Context: an optimization exercise on an open-source flow, tuned for small area. The choices shown serve that exercise and are no tape-out recipe.
Where RTL was checked, it was by simulation tests only, not by an equivalence proof against the original.
Power figures rest on the tool's default switching activity, not on a simulated workload.

## oak
// top_module
module top_module(
    input clk,
    input rst,
    input[23:0] sw,
    input[4:0] bt,
    input[3:0] row,
    output[3:0] col,
    output reg[7:0] seg_out,
    output reg[7:0] seg_en,
    output reg[23:0] led,
    output reg buzzer
);
wire [15:0] ke;
key_scanner ks(clk, rst, row, col, ke);
wire right_e, left_e, up_e, down_e;
button_jitter b0(clk, rst, bt[0], right_e);
button_jitter b1(clk, rst, bt[1], left_e);
button_jitter b2(clk, rst, bt[2], up_e);
button_jitter b4(clk, rst, bt[4], down_e);
reg [4:0] glo;
reg [5:0] ghi;
always @(posedge clk) begin
    if (rst) begin
        glo <= 5'd0;
        ghi <= 6'd0;
    end else begin
        glo <= glo + 5'd1;
        if (&glo) ghi <= (ghi == 6'd9) ? 6'd0 : {ghi[4:0], ~(ghi[5] ^ ghi[4])};
    end
end
wire seg_tick = glo == 5'd24;
wire ms_edge = glo[3:0] == 4'd9;
wire ms100_edge = (ghi == 6'd48) && (glo == 5'd25);
reg [2:0] view;
wire v0 = view == 3'd0;
wire v1 = view == 3'd1;
wire v2 = view == 3'd2;
wire v3 = view == 3'd3;
wire v4 = view == 3'd4;
reg [2:0] winner;
always @(posedge clk) begin
    if (rst || (v1 && ke[15]) || (v2 && ke[15]))
        view <= 3'd0;
  ...
Size: ~3900 cells after synthesis, roughly 80 I/O pins, ~0.032 sq mm of cells after synthesis.
==> flow/config.mk <==
export PLATFORM = sky130hd
export DESIGN_NAME = top_module
export DESIGN_NICKNAME = top_module
export VERILOG_FILES = /design/flow/design.v
export SDC_FILE = /design/flow/constraint.sdc
export NUM_CORES = 4
export LEC_CHECK = 0
export ABC_AREA = 1
export CAP_MARGIN = 20
export CORE_MARGIN = 2
export CORE_UTILIZATION = 65
export CTS_CLUSTER_DIAMETER = 100
export CTS_CLUSTER_SIZE = 28
export PLACE_DENSITY = 0.75
export SLEW_MARGIN = 20
==> flow/constraint.sdc <==
create_clock -name core_clock -period 90.0 [get_ports {clk}]
set_input_delay 18.0000 -clock core_clock [delete_from_list [all_inputs] [get_ports {clk}]]
set_output_delay 18.0000 -clock core_clock [all_outputs]
set_load 0.01 [all_outputs]
standard.sh (not shown) runs the stock make flow with config.mk's settings and CLKGATE_MAP_FILE= SYNTH_SCRIPT=/design/flow/synth_recipe.tcl, a recipe that flattens the netlist after the stock synthesis.
==> flow/flow/run.sh <==
#!/bin/bash
# The standard layout (the standard.sh: its synthesis, floorplan, placement,
# CTS and routing), except that the port buffers use the smallest buffer cell
# instead of the one buffer_ports picks, and CTS inserts no dummy loads. Each
# tool's output is in orfs/logs/; standard.sh's own output goes to standard.log.
set -e
export BUFFER_PORTS_ARGS="-buffer_cell sky130_fd_sc_hd__buf_1"
export CTS_ARGS="-sink_clustering_enable -repair_clock_nets -sink_clustering_size 28 -sink_clustering_max_diameter 100 -dont_use_dummy_load"
bash standard.sh > standard.log 2>&1
oak: PASS, flow complete, no timing, DRC or antenna violations
Input-level comparison between pine and oak:
==> flow/run.sh (new file) <==
#!/bin/bash
# synth_recipe.tcl (not shown) runs the flow's synth.tcl, then flattens the netlist and writes it again
# the make line also repeats each setting of config.mk as NAME=value (left out here)
make -C /OpenROAD-flow-scripts/flow DESIGN_CONFIG=/design/flow/config.mk WORK_HOME=/design/flow/orfs CLKGATE_MAP_FILE= SYNTH_SCRIPT=/design/flow/synth_recipe.tcl finish
removed: flow/flow/run.sh
removed: flow/standard.sh
Notes after the runs:
| global-route usage | pine vs oak | ≈ equal |
pine and oak ended up with roughly the same total length of routed wires.
oak → pine: wire length of the first global-routing pass saw a decrease, number of buffers inserted for hold repair after clock tree synthesis saw little to no change, number of cells on the worst hold path saw little to no change, largest incremental delay on the critical path saw an increase.
Function was not checked in any run of this note: the RTL went through the layout flow alone.

========
Another version of the RTL of top_module (not shown whole).
Size in the first run: roughly 3,900 cells after synthesis, ~710 flip-flops, about 80 I/O pins, ~31,000 µm² of cells after synthesis.
export LEC_CHECK = 0
export ABC_AREA = 1
export CAP_MARGIN = 20
export CORE_MARGIN = 2
export CORE_UTILIZATION = 65
export CTS_CLUSTER_DIAMETER = 100
export CTS_CLUSTER_SIZE = 28
export PLACE_DENSITY = 0.75
export SLEW_MARGIN = 20
create_clock -name core_clock -period 90.0 [get_ports {clk}]
==> flow/flow/run.sh <==
#!/bin/bash
# The standard layout (the standard.sh: its synthesis, floorplan, placement,
# CTS and routing), except that the port buffers use the smallest buffer cell
# instead of the one buffer_ports picks, and CTS inserts no dummy loads. Each
# tool's output is in orfs/logs/; standard.sh's own output goes to standard.log.
set -e
export BUFFER_PORTS_ARGS="-buffer_cell sky130_fd_sc_hd__buf_1"
export CTS_ARGS="-sink_clustering_enable -repair_clock_nets -sink_clustering_size 28 -sink_clustering_max_diameter 100 -dont_use_dummy_load"
bash standard.sh > standard.log 2>&1
Next try:
==> flow/run.sh (new file) <==
#!/bin/bash
# synth_recipe.tcl (not shown) runs the flow's synth.tcl, then flattens the netlist and writes it again
# the make line also repeats each setting of config.mk as NAME=value (left out here)
make -C /OpenROAD-flow-scripts/flow DESIGN_CONFIG=/design/flow/config.mk WORK_HOME=/design/flow/orfs CLKGATE_MAP_FILE= SYNTH_SCRIPT=/design/flow/synth_recipe.tcl finish
Settings changed: CTS_CLUSTER_DIAMETER 100 to 150.
removed: flow/flow/run.sh
removed: flow/standard.sh
=> The changed run completed with no timing, DRC or antenna violations; critical path depth does not change; area after synthesis does not change; worst setup slack is worse by 540 ps; via count goes up slightly; register-to-register slack is worse by 130 ps; sequential power barely changes; power goes up slightly; cell count is about the same.

## afterwards: timing with drivers on the ports
No port has a modelled driver above. Below, the same layouts with a new extraction and two added sets of constraints. Step 1 (the two cells are an assumption about what drives the block):
set clk [get_ports {clk}]
set_driving_cell -lib_cell sky130_fd_sc_hd__clkbuf_16 $clk
set_driving_cell -lib_cell sky130_fd_sc_hd__buf_2 [delete_from_list [all_inputs] $clk]
Step 2 times the ports against the registers' clock, not the clock port: input delays grow and output delays shrink by t, the midpoint of the rising clock arrivals with the driver on. Slacks: ideal ports / drivers / drivers and shift; pairs: ideal ports / drivers.
| run | t, ns | setup WS [ns] | slew at the worst register clock pin (ns) | worst data-port slew with drivers (ns) | cell pins on the clock port's net |
|---|---|---|---|---|---|
| oak | 0.672 | 69.454 / 69.398 / 69.087 | 0.11 / 0.11 | 0.05 | 1 |
| pine | 0.677 | 68.941 / 68.880 / 69.122 | 0.11 / 0.11 | 0.05 | 1 |
| the first run of note 2 | 0.665 | 69.302 / 69.240 / 69.378 | 0.11 / 0.11 | 0.05 | 1 |
| the second run of note 2 | 0.669 | 68.766 / 68.705 / 69.374 | 0.12 / 0.12 | 0.04 | 1 |
After both steps every run listed still meets setup and hold. For oak, which loses most, drivers alone change the setup slack by -0.056 ns; drivers and shift together by -0.367 ns.
